Source: an optimization exercise on an open RTL-to-GDS flow (aim: small area and a short achievable clock period). Production flows keep margins and buffers that such runs may drop.
Function was checked by simulation only, so behaviour that the tests miss may differ from the original.

**design/flow/config.mk**
```make
export PLATFORM = sky130hd
export DESIGN_NAME = Processor
export DESIGN_NICKNAME = Processor
export VERILOG_FILES = /design/flow/design.v
export SDC_FILE = /design/flow/constraint.sdc
export NUM_CORES = 4
export LEC_CHECK = 0
export CAP_MARGIN = 20
export CORE_MARGIN = 2
export CORE_UTILIZATION = 40
export SLEW_MARGIN = 20
```
**design/flow/constraint.sdc**
```tcl
create_clock -name core_clock -period 120.0 [get_ports {clk}]
set_input_delay 24.0000 -clock core_clock [delete_from_list [all_inputs] [get_ports {clk}]]
set_output_delay 24.0000 -clock core_clock [all_outputs]
set_load 0.01 [all_outputs]
```
**design/flow/design.v**
```verilog
 module Mux2_1	#(parameter N = 32)	(input logic[N-1:0] r1, r2,
											input logic selector,
											output logic[N-1:0] result);
	always_comb
		case(selector)
			1'b0 : result = r1;
			1'b1 : result = r2;
			default : result = 'z;
		endcase
endmodule 
module ff_enable #(parameter n = 2)(input logic clk, reset, enable,
												 input logic [n-1:0] d,
												output logic [n-1:0] q);
	always_ff @(posedge clk, posedge reset)
		if (reset) q <= 0;
		else if (enable) q <= d;
endmodule
module sumador_1b  (input logic  a, b, ci,
							output logic sum, co);
assign sum = (a ^ b) ^ ci;										 
assign co = (ci & b) | (a & b) | (ci & a);
endmodule 
module sumador_nb #(parameter N = 4) (input logic [N-1:0] a, b,
													input logic ci,
												  output logic [N-1:0] sum,
												  output logic co);
generate
	if (N==1) begin
	sumador_1b sum1b1 (a[0],b[0],ci,sum[0],co);
	end
	else begin
		genvar i;
		wire c [N-1:1];
		sumador_1b sum1b2 (a[0],b[0],ci,sum[0],c[1]);					
			for( i=1;i<N-1;i++) begin: gen_loop
				sumador_1b sum1b3 (a[i],b[i],c[i],sum[i],c[i+1]);
			end
		sumador_1b sum1b14 (a[N-1],b[N-1],c[N-1],sum[N-1],co);	
	end
endgenerate
endmodule
 module negador_1b (input logic a, output logic result );
assign result = ~a;
endmodule 
 module negador_nb #(parameter N = 4)(input logic [N-1:0] a,
										output logic [N-1:0] result );
genvar i;
generate				
	for( i=0;i<N;i++) begin: gen_loop
		negador_1b uut (a[i],result[i]);
	end 		
endgenerate
endmodule 
module restador_nb #(parameter N = 4) (input logic [N-1:0] a, b,
													input logic ci,
												  output logic [N-1:0] rest,
												  output logic co);
wire [N-1:0] b_negado ;
wire ci_negado,co_negado; 
negador_nb #(N) neg (b, b_negado);
negador_1b cn (ci,ci_negado ); 
sumador_nb #(N) resta (a,b_negado,ci_negado,rest,co_negado);	  
negador_1b con (co_negado ,co); 
endmodule 
 module multiplicador #(parameter N = 4)(input logic [N-1:0] a,b,
										output logic [N-1:0] result );
assign result = a * b;
endmodule 
 module divisor_nb #(parameter N = 4)(input logic [N-1:0] a,b,
										output logic [N-1:0] result );
assign result = a / b;
endmodule 
 module Mux	#(parameter N = 4)	(input logic[N-1:0] r1, r2, r3,r4,
											input logic[1:0] selec_alu,
											output logic[N-1:0] result);
	always_comb
		case(selec_alu)
			2'b00 : result = r1;
			2'b01 : result = r2;
			2'b10 : result = r3;
			2'b11 : result = r4;
			default : result = 'z;
		endcase
endmodule 
 module flag_negativo (input logic  co_resta,
							  input logic [1:0] selec_alu,
							  output logic flag );
assign flag = co_resta & (selec_alu==2'b01);
endmodule 
 module flag_carry (input logic  co_suma,co_resta,
							  input logic [1:0] selec_alu,
							  output logic flag );
assign flag = (co_resta & (selec_alu==2'b01)) | (co_suma & (selec_alu==2'b0));
endmodule 
 module flag_cero #(parameter N = 4)(input logic [N-1:0] result,
												 input logic f_carry,
												 output logic flag );
assign flag = (result=='b0) & (f_carry==1'b0);
endmodule 
 module flag_overflow #(parameter N = 4)(input logic [N-1:0] a,b, result,
													  input logic [1:0] selec_alu,
														output logic flag );
wire[N-1:0] d;
divisor_nb #(N) div (result,b,d);					
assign flag = (a!=d) & (selec_alu==2'b10);
endmodule 
module ALU #(parameter N = 4)(input logic [N-1:0] a, b,
										input logic [1:0] selec_alu,
										output logic [N-1:0] result,
										output logic Neg, Z, C, V);
	logic [N-1:0] result_suma, result_resta, result_multi;			
	logic co_suma, co_resta;
	sumador_nb #(N) sum(a, b,1'b0, result_suma, co_suma);
	restador_nb #(N) rest(a, b,1'b0,result_resta, co_resta);
	multiplicador #(N) mult(a, b, result_multi);
	Mux #(N) m (result_suma, result_resta, result_multi,b,selec_alu,result);
	flag_negativo  fn(result[N-1], selec_alu, Neg);
	flag_carry  fC (co_suma, co_resta, selec_alu, C);
	flag_cero #(N) fz (result, C, Z);
	flag_overflow #(N) fv (a, b, result, selec_alu, V);
endmodule 
module PC #(parameter N = 32) (input logic clk,
												input logic reset,
												input logic [N-1:0] entrada,
												output logic [N-1:0] salida );
always_ff @(posedge clk, posedge reset)
if (reset) salida <= '0;
else salida <= entrada;
endmodule 
module IF (input logic clk, reset, PC_selec,
				input logic [31:0] jumpResult,
				output logic [31:0] PC
);
logic [31:0] PCNext,PCPlus1;
Mux2_1 #(32) pcmux(PCPlus1, jumpResult, PC_selec, PCNext);
PC #(32) pc(clk, reset, PCNext, PC);
logic coadd1;
sumador_nb #(32) sump1(PC, 32'b1,1'b0, PCPlus1, coadd1);
endmodule
module IF_Pipeline(input clk, reset, flush,
						input logic[31:0] Instr, PC,
						output logic[31:0] Instr_out, PC_out
);
	always_ff@(posedge clk, posedge reset)
		if(reset) begin
			Instr_out <= 32'b0;
			PC_out <= 32'b0;
		end
		else if(flush) begin
			Instr_out <= 32'b0;
			PC_out <= 32'b0;
		end
		else begin
			Instr_out <= Instr;
			PC_out <= PC;
		end
endmodule
module Control_unit(input logic branchBoolean,immediateBoolean,
					input logic [2:0] Code,
					output logic  FlagW,regwBoolean, memwBoolean, MemrBoolean,Reg1_select,
					output logic [1:0] Imm_select, ALUControl);
	always_comb begin 
		Imm_select={branchBoolean,Code[2]};
		memwBoolean=0;
		regwBoolean=0;
		MemrBoolean=0;
		FlagW = 1'b0; 
		if (!branchBoolean) begin
			case(Code)
				3'b000: begin ALUControl = 2'b11;  end   
				3'b001: begin ALUControl = 2'b00; regwBoolean=1'b1; end  
				3'b010: begin ALUControl = 2'b01; regwBoolean=1'b1; end  
				3'b011: begin ALUControl = 2'b10; regwBoolean=1'b1;end  
				3'b100: begin 	ALUControl = 2'b11; regwBoolean=1'b1; end  
				3'b101: begin ALUControl = 2'b01; FlagW=1'b1; end  
				3'b110: begin ALUControl = 2'b11;  memwBoolean=1'b1; end  
				3'b111: begin ALUControl = 2'b11;  regwBoolean=1'b1; MemrBoolean=1'b1;  end 
				default: ALUControl = 2'bx; 
			endcase
			Reg1_select= MemrBoolean ^ regwBoolean;
		end
		else begin
			Reg1_select=0;
			ALUControl = (immediateBoolean) ? {1'b0,Code[2]} : 2'b11 ; 
		end
	end
endmodule 
module Extender(input logic [26:0] Instr,
					input logic [1:0] immediatetype,
					output logic [31:0] extendeddata);
	always_comb
	case(immediatetype)
	2'b00: extendeddata = {13'b0, Instr[22:4]};
	2'b01: extendeddata = {9'b0,Instr[22:0]};
	2'b10: extendeddata = {5'b0,Instr};
	2'b11: extendeddata = {5'b0,Instr};
	default: extendeddata = 32'bx; 
	endcase
endmodule 
module Register_File(input logic clk, regwBoolean,
							input logic [3:0] regselector1, regselector2, rwselector,
							input logic [31:0] rwdata,PCPlus2,
							output logic [31:0] rdata1, rdata2);
	logic [31:0] register[14:0];
	always_ff @(posedge clk)
		if (regwBoolean && rwselector != 4'b1111) register[rwselector] <= rwdata;
	always_comb begin
		if (regselector1 == 4'b1111) rdata1 = 32'b0;
		else if (regwBoolean && rwselector == regselector1) rdata1 = rwdata;
		else rdata1 = register[regselector1];
		if (regselector2 == 4'b1111) rdata2 = PCPlus2;
		else if (regwBoolean && rwselector == regselector2) rdata2 = rwdata;
		else rdata2 = register[regselector2];
	end
endmodule
module ID (input logic clk, reset,regwBooleanIn,
			  input logic [3:0] regselectordestIn,
			  input logic [31:0] PC, Instr, FinalResult,
			  output logic regwBooleanOut,FlagW, memwBoolean, MemrBoolean,branchBoolean,immediateBoolean,
			  output logic [31:0] A,B,
			  output logic [1:0] ALUControl, condition_select,
			  output logic [3:0] regselector1,regselector2,regselectordestOUT
);
assign branchBoolean=Instr[31];
assign immediateBoolean=Instr[27];
assign condition_select=Instr[29:28];
assign regselector2=Instr[22:19];
logic Reg1_select,coadd1;
logic [1:0] Imm_select;
logic [31:0] Immediate,PCPlus2 ;
logic [31:0] reg1data, reg2data;
Control_unit control (Instr[31],immediateBoolean,Instr[30:28],
					FlagW,regwBooleanOut, memwBoolean, MemrBoolean,Reg1_select,
					Imm_select,
					ALUControl);
Extender extend(Instr [26:0],
					Imm_select,
					Immediate);
Mux2_1 #(4) pcreg1(Instr[26:23], Instr[3:0], Reg1_select , regselector1);		
Mux2_1 #(4) pcdest(Instr[26:23], Instr[22:19], MemrBoolean , regselectordestOUT);
sumador_nb #(32) sump2(PC, 32'd2,1'b0, PCPlus2, coadd1);
Register_File rf(clk, regwBooleanIn, regselector1,regselector2,regselectordestIn, FinalResult,PCPlus2, reg1data,  reg2data);
Mux2_1 #(32) Amux(reg1data, PC, branchBoolean, A);
Mux2_1 #(32) Bmux(reg2data, Immediate, immediateBoolean, B);
endmodule 
module ID_Pipeline(input logic clk, reset,regwBoolean,FlagW, memwBoolean, MemrBoolean,branchBoolean,immediateBoolean,
			  input logic [31:0] A,B,
			  input logic [1:0] ALUControl,Cond_select,
			  input logic [3:0] regselector1,regselector2,regselectordest,
			  output logic regwBooleanOUT,FlagWOUT, memwBooleanOUT, MemrBooleanOUT,branchBooleanOUT,immediateBooleanOUT,
			  output logic [31:0] AOUT,BOUT,
			  output logic [1:0] ALUControlOUT, Cond_selectOUT,
			  output logic [3:0] regselector1OUT,regselector2OUT,regselectordestOUT
);
	always_ff@(posedge clk, posedge reset)
		if(reset) begin
			regwBooleanOUT <= 0;
			FlagWOUT <= 0;
			memwBooleanOUT <= 0;
			MemrBooleanOUT <= 0;
			branchBooleanOUT <= 0;
			immediateBooleanOUT <= 0;
			AOUT <= 0;
			BOUT <= 0;
			ALUControlOUT <= 0;
			Cond_selectOUT <= 0;
			regselector1OUT <= 0;
			regselector2OUT <= 0;
			regselectordestOUT <= 0;
		end
		else begin
			regwBooleanOUT <= regwBoolean;
			FlagWOUT <= FlagW;
			memwBooleanOUT <= memwBoolean;
			MemrBooleanOUT <= MemrBoolean;
			branchBooleanOUT <= branchBoolean;
			immediateBooleanOUT <= immediateBoolean;
			AOUT <= A;
			BOUT <= B;
			ALUControlOUT <= ALUControl;
			Cond_selectOUT <= Cond_select;
			regselector1OUT <= regselector1;
			regselector2OUT <= regselector2;
			regselectordestOUT <= regselectordest;
		end
endmodule 
module ForwardingUnit ( input	logic branchBoolean,immediateBoolean,regwBoolean,regwBoolean2,
								input logic [3:0] R1, R2, Rdest,Rdest2,
								input logic [31:0] A,B, FinalResult,FinalResult2,
								output logic [31:0] AOUT, BOUT
);
logic [31:0] AOUT1,BOUT1;
Mux2_1 #(32) Amux(A,FinalResult, !branchBoolean & (R1==Rdest) & regwBoolean, AOUT1);
Mux2_1 #(32) Bmux(B,FinalResult, !immediateBoolean & (R2==Rdest) & regwBoolean, BOUT1);
Mux2_1 #(32) Amux2(AOUT1,FinalResult2, !branchBoolean & (R1==Rdest2) & regwBoolean2, AOUT);
Mux2_1 #(32) Bmux2(BOUT1,FinalResult2, !immediateBoolean & (R2==Rdest2) & regwBoolean2, BOUT);
endmodule 
module PC_condition(input logic clk, reset,branchBoolean,FlagW, 
							  input logic[2:0] Flagsin,
							  input logic [1:0] Cond_select,
							  output logic PC_select
);
	logic [2:0] Flags;
	logic CondBoolean;
	logic neg, zero, overflow;
	ff_enable #(3)flagff(clk, reset, FlagW,Flagsin[2:0], Flags);
		logic  ge;
		assign {neg, zero, overflow} = Flags;
		assign ge = (neg == overflow);
		always_comb begin
			case(Cond_select)
				2'b00: CondBoolean = ~zero & ge;  
				2'b01: CondBoolean = ge;  
				2'b10: CondBoolean = zero;  
				2'b11: CondBoolean = 1'b1;  
				default: CondBoolean = 1'bx;  
			endcase
			PC_select = CondBoolean & branchBoolean;
		end
endmodule
module EX (input clk, reset,FlagW,branchBoolean,immediateBoolean,regwBoolean,regwBoolean2,
			  input logic [31:0] A,B,
			  input logic [1:0] ALUControl,Cond_select,
			  input logic [3:0] regselector1,regselector2,regselectordest,regselectordest2,
			  input logic [31:0] FinalResult,FinalResult2,
			  output logic PC_select,
			  output logic [31:0] ALUResult,AOUT
);
logic flagN,flagZ,flagC,flagV;
logic [31:0] BOUT;
ForwardingUnit fu(branchBoolean,immediateBoolean,regwBoolean,regwBoolean2,
					regselector1, regselector2, regselectordest,regselectordest2,
					A,B, FinalResult,FinalResult2,
					AOUT, BOUT);
ALU #(32) alucpu (AOUT, BOUT,ALUControl, ALUResult,flagN,flagZ,flagC,flagV);
PC_condition pc_cond(clk, reset,branchBoolean,FlagW , {flagN,flagZ,flagV},Cond_select, PC_select);
endmodule 
module EX_Pipeline (input logic clk, reset,regwBoolean, memwBoolean, MemrBoolean,
			  input logic [31:0] A,ALUResult,
			  input logic [3:0] regselectordest,
			  output logic regwBooleanOUT, memwBooleanOUT, MemrBooleanOUT,
			  output logic [31:0] AOUT,ALUResultOUT,
			  output logic [3:0] regselectordestOUT
);
	always_ff@(posedge clk, posedge reset)
		if(reset) begin
			regwBooleanOUT <= 0;
			memwBooleanOUT <= 0;
			MemrBooleanOUT <= 0;
			AOUT <= 0;
			ALUResultOUT <= 0;
			regselectordestOUT <= 0;
		end
		else begin
			regwBooleanOUT <= regwBoolean;
			memwBooleanOUT <= memwBoolean;
			MemrBooleanOUT <= MemrBoolean;
			AOUT <= A;
			ALUResultOUT <= ALUResult;
			regselectordestOUT <= regselectordest;
		end
endmodule 
module MEM(input logic clk, memwBoolean, MemrBoolean,
			  input logic [31:0] A,ALUResult,
			  input logic [31:0] Memrdata,
			  output logic [31:0] FinalResult
);
Mux2_1 #(32) result_select(ALUResult, Memrdata, MemrBoolean , FinalResult);
endmodule
module MEM_Pipeline (input logic clk, reset,regwBoolean,
			  input logic [31:0] FinalResult,
			  input logic [3:0] regselectordest,
			  output logic regwBooleanOUT,
			  output logic [31:0] FinalResultOUT,
			  output logic [3:0] regselectordestOUT
);
	always_ff@(posedge clk, posedge reset)
		if(reset) begin
			regwBooleanOUT <= 0;
			FinalResultOUT <= 0;
			regselectordestOUT <= 0;
		end
		else begin
			regwBooleanOUT <= regwBoolean;
			FinalResultOUT <= FinalResult;
			regselectordestOUT <= regselectordest;
		end
endmodule 
module Processor ( input logic clk, reset,
                   input logic [31:0] imem_rdata, dmem_rdata,
                   output logic [31:0] imem_addr, dmem_addr, dmem_wdata,
                   output logic dmem_we, dmem_re
);
  logic [31:0] pc_q, pc_plus1, pc_next;
  logic        take;                  
  logic [31:0] e_bout;                
  assign pc_plus1 = pc_q + 32'd1;
  assign pc_next  = take ? e_bout : pc_plus1;
  always_ff @(posedge clk, posedge reset)
    if (reset) pc_q <= '0;
    else       pc_q <= pc_next;
  assign imem_addr = pc_q;
  logic [3:0]  d_top;
  logic [27:0] d_low;
  logic [31:0] d_pc;
  always_ff @(posedge clk, posedge reset)
    if (reset)     d_top <= '0;
    else if (take) d_top <= '0;
    else           d_top <= imem_rdata[31:28];
  always_ff @(posedge clk) begin
    d_low <= imem_rdata[27:0];
    d_pc  <= pc_q;
  end
  logic       d_br, d_imm;
  logic [2:0] d_code;
  assign d_br   = d_top[3];
  assign d_code = d_top[2:0];
  assign d_imm  = d_low[27];
  logic       d_regw, d_memw, d_memr, d_flagw;
  logic [1:0] d_aluop;
  logic [3:0] d_rs1, d_rs2, d_rd;
  logic [31:0] d_bval;
  always_comb begin
    d_regw  = 1'b0;
    d_memw  = 1'b0;
    d_memr  = 1'b0;
    d_flagw = 1'b0;
    d_aluop = 2'b11;
    if (!d_br) begin
      case (d_code)
        3'b001: begin d_aluop = 2'b00; d_regw = 1'b1; end
        3'b010: begin d_aluop = 2'b01; d_regw = 1'b1; end
        3'b011: begin d_aluop = 2'b10; d_regw = 1'b1; end
        3'b100: begin d_regw = 1'b1; end
        3'b101: begin d_aluop = 2'b01; d_flagw = 1'b1; end
        3'b110: begin d_memw = 1'b1; end
        3'b111: begin d_regw = 1'b1; d_memr = 1'b1; end
        default: ;
      endcase
    end
  end
  assign d_rs1 = (!d_br && (d_code == 3'b001 || d_code == 3'b010 ||
                            d_code == 3'b011 || d_code == 3'b100)) ? d_low[3:0] : d_low[26:23];
  assign d_rs2 = d_imm ? 4'hf : d_low[22:19];
  assign d_rd  = d_memr ? d_low[22:19] : d_low[26:23];
  logic [31:0] d_target;
  assign d_target = d_code[2] ? d_pc - {5'b0, d_low[26:0]} : d_pc + {5'b0, d_low[26:0]};
  always_comb begin
    if (!d_imm)        d_bval = pc_plus1;
    else if (d_br)     d_bval = d_target;
    else if (d_code[2]) d_bval = {9'b0, d_low[22:0]};
    else               d_bval = {13'b0, d_low[22:4]};
  end
  logic        e_regw, e_memw, e_memr, e_flagw, e_br;
  logic [1:0]  e_aluop, e_cond;
  logic [3:0]  e_rs1, e_rs2, e_rd;
  logic        e_fam, e_faw, e_fbm, e_fbw;    
  logic [31:0] e_bval;
  logic        m_regw, m_memw, m_memr, m_flagw;
  logic [1:0]  m_aluop;
  logic [3:0]  m_rd;
  logic [31:0] m_opa, m_opb;
  logic        w_regw;
  logic [3:0]  w_rd;
  logic [31:0] w_res;
  always_ff @(posedge clk, posedge reset)
    if (reset) begin
      e_regw  <= 1'b0;
      e_memw  <= 1'b0;
      e_memr  <= 1'b0;
      e_flagw <= 1'b0;
      e_br    <= 1'b0;
    end else begin
      e_regw  <= d_regw  & ~take;
      e_memw  <= d_memw  & ~take;
      e_memr  <= d_memr  & ~take;
      e_flagw <= d_flagw & ~take;
      e_br    <= d_br    & ~take;
    end
  always_ff @(posedge clk) begin
    e_aluop <= d_aluop;
    e_cond  <= d_code[1:0];
    e_rs1   <= d_rs1;
    e_rs2   <= d_rs2;
    e_rd    <= d_rd;
    e_bval  <= d_bval;
    e_fam   <= !d_br  && d_rs1 == e_rd && e_regw;
    e_faw   <= !d_br  && d_rs1 == m_rd && m_regw;
    e_fbm   <= !d_imm && d_rs2 == e_rd && e_regw;
    e_fbw   <= !d_imm && d_rs2 == m_rd && m_regw;
  end
  logic [31:0] rf [0:14];
  logic [31:0] e_ra, e_rb, e_aout;
  logic [31:0] m_fr;                  
  always_comb begin
    e_ra = (e_rs1 == 4'hf) ? 32'b0  : rf[e_rs1];
    e_rb = (e_rs2 == 4'hf) ? e_bval : rf[e_rs2];
    e_aout = e_fam ? m_fr : e_faw ? w_res : e_ra;
    e_bout = e_fbm ? m_fr : e_fbw ? w_res : e_rb;
  end
  logic       f_n, f_z, m_n, m_z, c_n, c_z, cond_ok;
  assign c_n = m_flagw ? m_n : f_n;
  assign c_z = m_flagw ? m_z : f_z;
  always_comb
    case (e_cond)
      2'b00:   cond_ok = ~c_z & ~c_n;
      2'b01:   cond_ok = ~c_n;
      2'b10:   cond_ok = c_z;
      default: cond_ok = 1'b1;
    endcase
  assign take = e_br & cond_ok;
  always_ff @(posedge clk, posedge reset)
    if (reset) begin
      m_regw  <= 1'b0;
      m_memw  <= 1'b0;
      m_memr  <= 1'b0;
      m_flagw <= 1'b0;
    end else begin
      m_regw  <= e_regw;
      m_memw  <= e_memw;
      m_memr  <= e_memr;
      m_flagw <= e_flagw;
    end
  always_ff @(posedge clk) begin
    m_aluop <= e_aluop;
    m_rd    <= e_rd;
    m_opa   <= e_aout;
    m_opb   <= e_bout;
  end
  logic [31:0] m_sum, m_prod, m_res;
  logic        m_sub;
  assign m_sub  = (m_aluop == 2'b01);
  assign m_sum  = m_opa + (m_opb ^ {32{m_sub}}) + {31'b0, m_sub};
  assign m_prod = m_opa * m_opb;
  always_comb
    case (m_aluop)
      2'b10:   m_res = m_prod;
      2'b11:   m_res = m_opb;
      default: m_res = m_sum;
    endcase
  assign m_fr = m_memr ? dmem_rdata : m_res;
  assign m_n  = m_sum[31];
  assign m_z  = (m_sum == 32'b0);
  always_ff @(posedge clk, posedge reset)
    if (reset) begin
      f_n <= 1'b0;
      f_z <= 1'b0;
    end else if (m_flagw) begin
      f_n <= m_n;
      f_z <= m_z;
    end
  assign dmem_addr  = m_opb;
  assign dmem_wdata = m_opa;
  assign dmem_we    = m_memw;
  assign dmem_re    = m_memr;
  always_ff @(posedge clk, posedge reset)
    if (reset) w_regw <= 1'b0;
    else       w_regw <= m_regw;
  always_ff @(posedge clk) begin
    w_rd  <= m_rd;
    w_res <= m_fr;
  end
  always_ff @(posedge clk)
    if (w_regw && w_rd != 4'hf) rf[w_rd] <= w_res;
endmodule
```
**design/flow/run.sh**
```bash
#!/bin/bash
# synth_recipe.tcl (not shown) runs the flow's synth.tcl, then flattens the netlist and writes it again
# the make line also repeats each setting of config.mk as NAME=value (left out here)
make -C /OpenROAD-flow-scripts/flow DESIGN_CONFIG=/design/flow/config.mk WORK_HOME=/design/flow/orfs CLKGATE_MAP_FILE= SYNTH_SCRIPT=/design/flow/synth_recipe.tcl finish
```
==> impl_metrics.yaml <==
status:
  status: "timing/DRC/antenna clean"
route:
  vias: 35800
  viasPerCell: 5.69
  post_drt_wl_per_cell_um: 26.2
  met1Wirelength_mm: 68.0
  drtPass1Iterations: 5
  ant_nets: 0
  wl_met2_mm: 76.9
  route.met3.wl_mm: 13.8
  top_layer: "met5"
  drc: 0
  drt_iter0_drc: 3630
  wl_mm: 165
placed_design:
  gp_congestion: 0.934
  dp_hpwl_mm: 113
  io_buffers: 163
min_path:
  hold_depth: 0
  hold_path_class: "flop to flop"
  hp-start: "e_flagw"
  min_to: "m_flagw"
synth:
  synth_edf_count: 480
  synth_xor_area_share_pct: 3.86
  synth.top_cells.by_count: "edfxtp_1 (480), nand2_1 (450), inv_1 (441), fa_1 (410), and2_1 (321)"
  yosys.area_share.simple_pct: 10.6
  ys_warn_count: 3
  synth_fa_ha_area_share_pct: 20.2
  synth-seq-cells: 746
  synth_nets: 5069
  yosys-top-cells-area: "edfxtp_1 (28%), fa_1 (16%), mux4_2 (11%), dfxtp_1 (8.4%), ha_1 (4.5%)"
  synth_most_common_cell: "edfxtp_1"
  synth_compound_area_share_pct: 6.88
  synth-async-reset-ratio_pct: 6.43
  synth_top_family_by_area: "adder cells"
  synth.area.mux_share_pct: 15.0
  synthCells: 4406
  yosys.area.top_type: "edfxtp_1"
  syn_area_um2: 52100
  synth_ff_type: "edfxtp_1"
  yosys.area.top_type_share_pct: 27.7
  ys_types: 91
  syn_avg_cell_area_um2: 11.8
  synth_seq_area_share_pct: 38.3
clock_network:
  clkSinkCount: 746
  clk_latency_ns: 0.66
  cts_resized: 0
  ctsRootBufferMaster: "clkbuf_16"
  numCtsBuffers: 82
  clockBufferDepth: 3
  cts_tree: "yes"
  path_clk_slew_ns: 0.06
  ctsHoldBuffers: 0
  cts_max_level: 3
  cts_setup_buffers: 0
floorplanning:
  fp.dieW_um: 365
  die_area_um2: 133000
  floorplan.die.height_um: 365
  pin_count: 164
  fp-row-count: 132
  start_util_pct: 40.3
  core_area_um2: 129000
worst_setup_path:
  cp.required_ns: 96.00
  cp_data_arrival_time_ns: 2.36
  r2r_start: "m_opb[4]"
  cpPeakStageDelay_ns: 1.01
  crit_chain: "clkdlybuf4s50_1"
  reg2reg_to: "pc_q[25]"
  rrSetupSlack_ns: 111.08
  worst-path-buf-inv: 1
  cp_max_fo: 17
  rr_worst_depth: 26
  crit_type: "flop to output port"
  end_kind: "output port"
  crit_path_start_kind: "flop"
  cp_top_family: "flip-flops"
  critPathSlowestCell: "dfxtp_1"
sta:
  hold_violations: 0
  worst_pin_slew_ns: 1.07
  relSlewSlack_pct: 27.7
  rsz0062_at_grt: "no"
  min_period_over_period_pct: 22.0
  setup_violations: 0
  finClkSkew_ns: 0.0392
  drv_slew: 0
  hold_slack_ns: 0.327
  fmax_ghz: 0.0379
  post-route-min-period_ns: 26.36
  setup_tns_ns: 0
global_routing:
  grt_usage_pct: 25.1
  grt.overflow.total: 0
  antenna_found_initial: 4
  grt_max_degree: 96
  grt_pass1_wl_mm: 244
  grt_pass1_vias: 36700
finish:
  multiInputGateArea_um2: 29600
  seq_area_um2: 20000
  area_delta_synth_final_pct: 12.1
  post-route-util_pct: 45.2
  drive_above_1_share_pct: 11.7
  num-fill-cells: 11800
  nets: 5149
run:
  drv_cap: 0
## metrics by stage
step	setup slack [ns]	instances	instance area (um^2)
after CTS	93.63	6293	58400
after global placement	94.37	6144	55800
final	93.64	6294	58400
after global routing	93.60	6293	58400
after detailed placement	94.33	6144	55800
after floorplan	94.86	4406	52100
## how the worst max path moves through the flow
stage	startpoint	to	slack, ns	depth (start not counted)
after floorplan	reset	d_top[0]	94.86	1
after global placement	m_opb[18]	dmem_addr[18]	94.37	1
after detailed placement	m_opb[18]	dmem_addr[18]	94.33	1
after CTS	m_opb[18]	dmem_addr[18]	93.63	1
after global routing	m_opb[18]	dmem_addr[18]	93.60	1
final	m_opb[18]	dmem_addr[18]	93.64	1
## logic make-up (layout without fill, tap and decap cells)
logic type,after synthesis,count (layout)
AO/OA/AOI/OAI,572,572
XOR/XNOR,228,228
adder cells (fa/ha/maj),597,597
buffers and inverters,696,841
flip-flops,746,746
multiplexers,456,456
other,0,1
AND/OR/NAND/NOR,1111,1111
## worst register-to-register path: cells and delay by family, from the launching register on
family	cells	cell delay [ns]
and+or+nand+nor	1	0.23
DFF	1	0.66
AOI/OAI and AO/OA	8	2.49
muxes	2	0.36
buffers and inverters	6	0.82
adders and majority gates	9	4.26
## sequential cells by signal (all words and copies together) (netlist names), 28 cells and up
register / count
w_res: 32
d_pc: 32
m_opb: 32
m_opa: 32
e_bval: 32
rf: 480
d_low: 28
pc_q: 32
## final cells by class
type / count / share of cell area (%)
Antenna cell: 1 / 0.00428
Clock buffer: 107 / 3.85
Clock inverter: 42 / 0.724
Inverter: 442 / 2.84
Multi-Input combinational cell: 2964 / 50.6
Sequential cell: 746 / 34.3
Tap cell: 1742 / 3.73
Timing Repair Buffer: 250 / 3.95
## routing by layer
layer | up-vias | track usage, %
li1 | 15500 | -
met1 | 18500 | 34.7
met2 | 1549 | 40.1
met3 | 304 | 3.59
met4 | 4 | 9.10
met5 | - | 0
## cell usage in the layout (no fill, tap or decap), types with 33 or more instances in the layout
master / count
and2_1: 321
nor3_1: 33
nor2_1: 120
dfxtp_1: 203
o21ai_0: 197
a21o_1: 48
nand2_1: 449
mux4_2: 256
xnor2_1: 154
inv_1: 440
fa_1: 410
edfxtp_1: 480
buf_4: 85
clkbuf_16: 84
xor2_1: 73
clkdlybuf4s50_1: 163
mux2i_1: 187
dfrtp_1: 45
a21oi_1: 133
ha_1: 187

==> separate check: timing with driven ports <==
How much do the figures lean on ideal ports? The routed layout below was timed once more, with nothing changed but the port constraints. Step 1, drivers: a clkbuf_16 drives clk and a buf_2 each remaining input, both assumed. Step 2, shift: input delay + t, output delay - t, t = (earliest + latest rising clock arrival at the registers) / 2. This alone moves slack from input paths to output paths. a / b / c = ideal ports / drivers / drivers and shift; a / b = the first two.
t, ns: 0.709
setup WS [ns]: 93.639 / 93.572 / 94.281
worst register clock-pin slew, ns: 0.07 / 0.07
worst data-port slew with drivers (ns): 0.05
After both steps setup and hold are still met in this run. For this run, drivers alone change the setup slack by -0.067 ns; drivers and shift together by +0.642 ns.
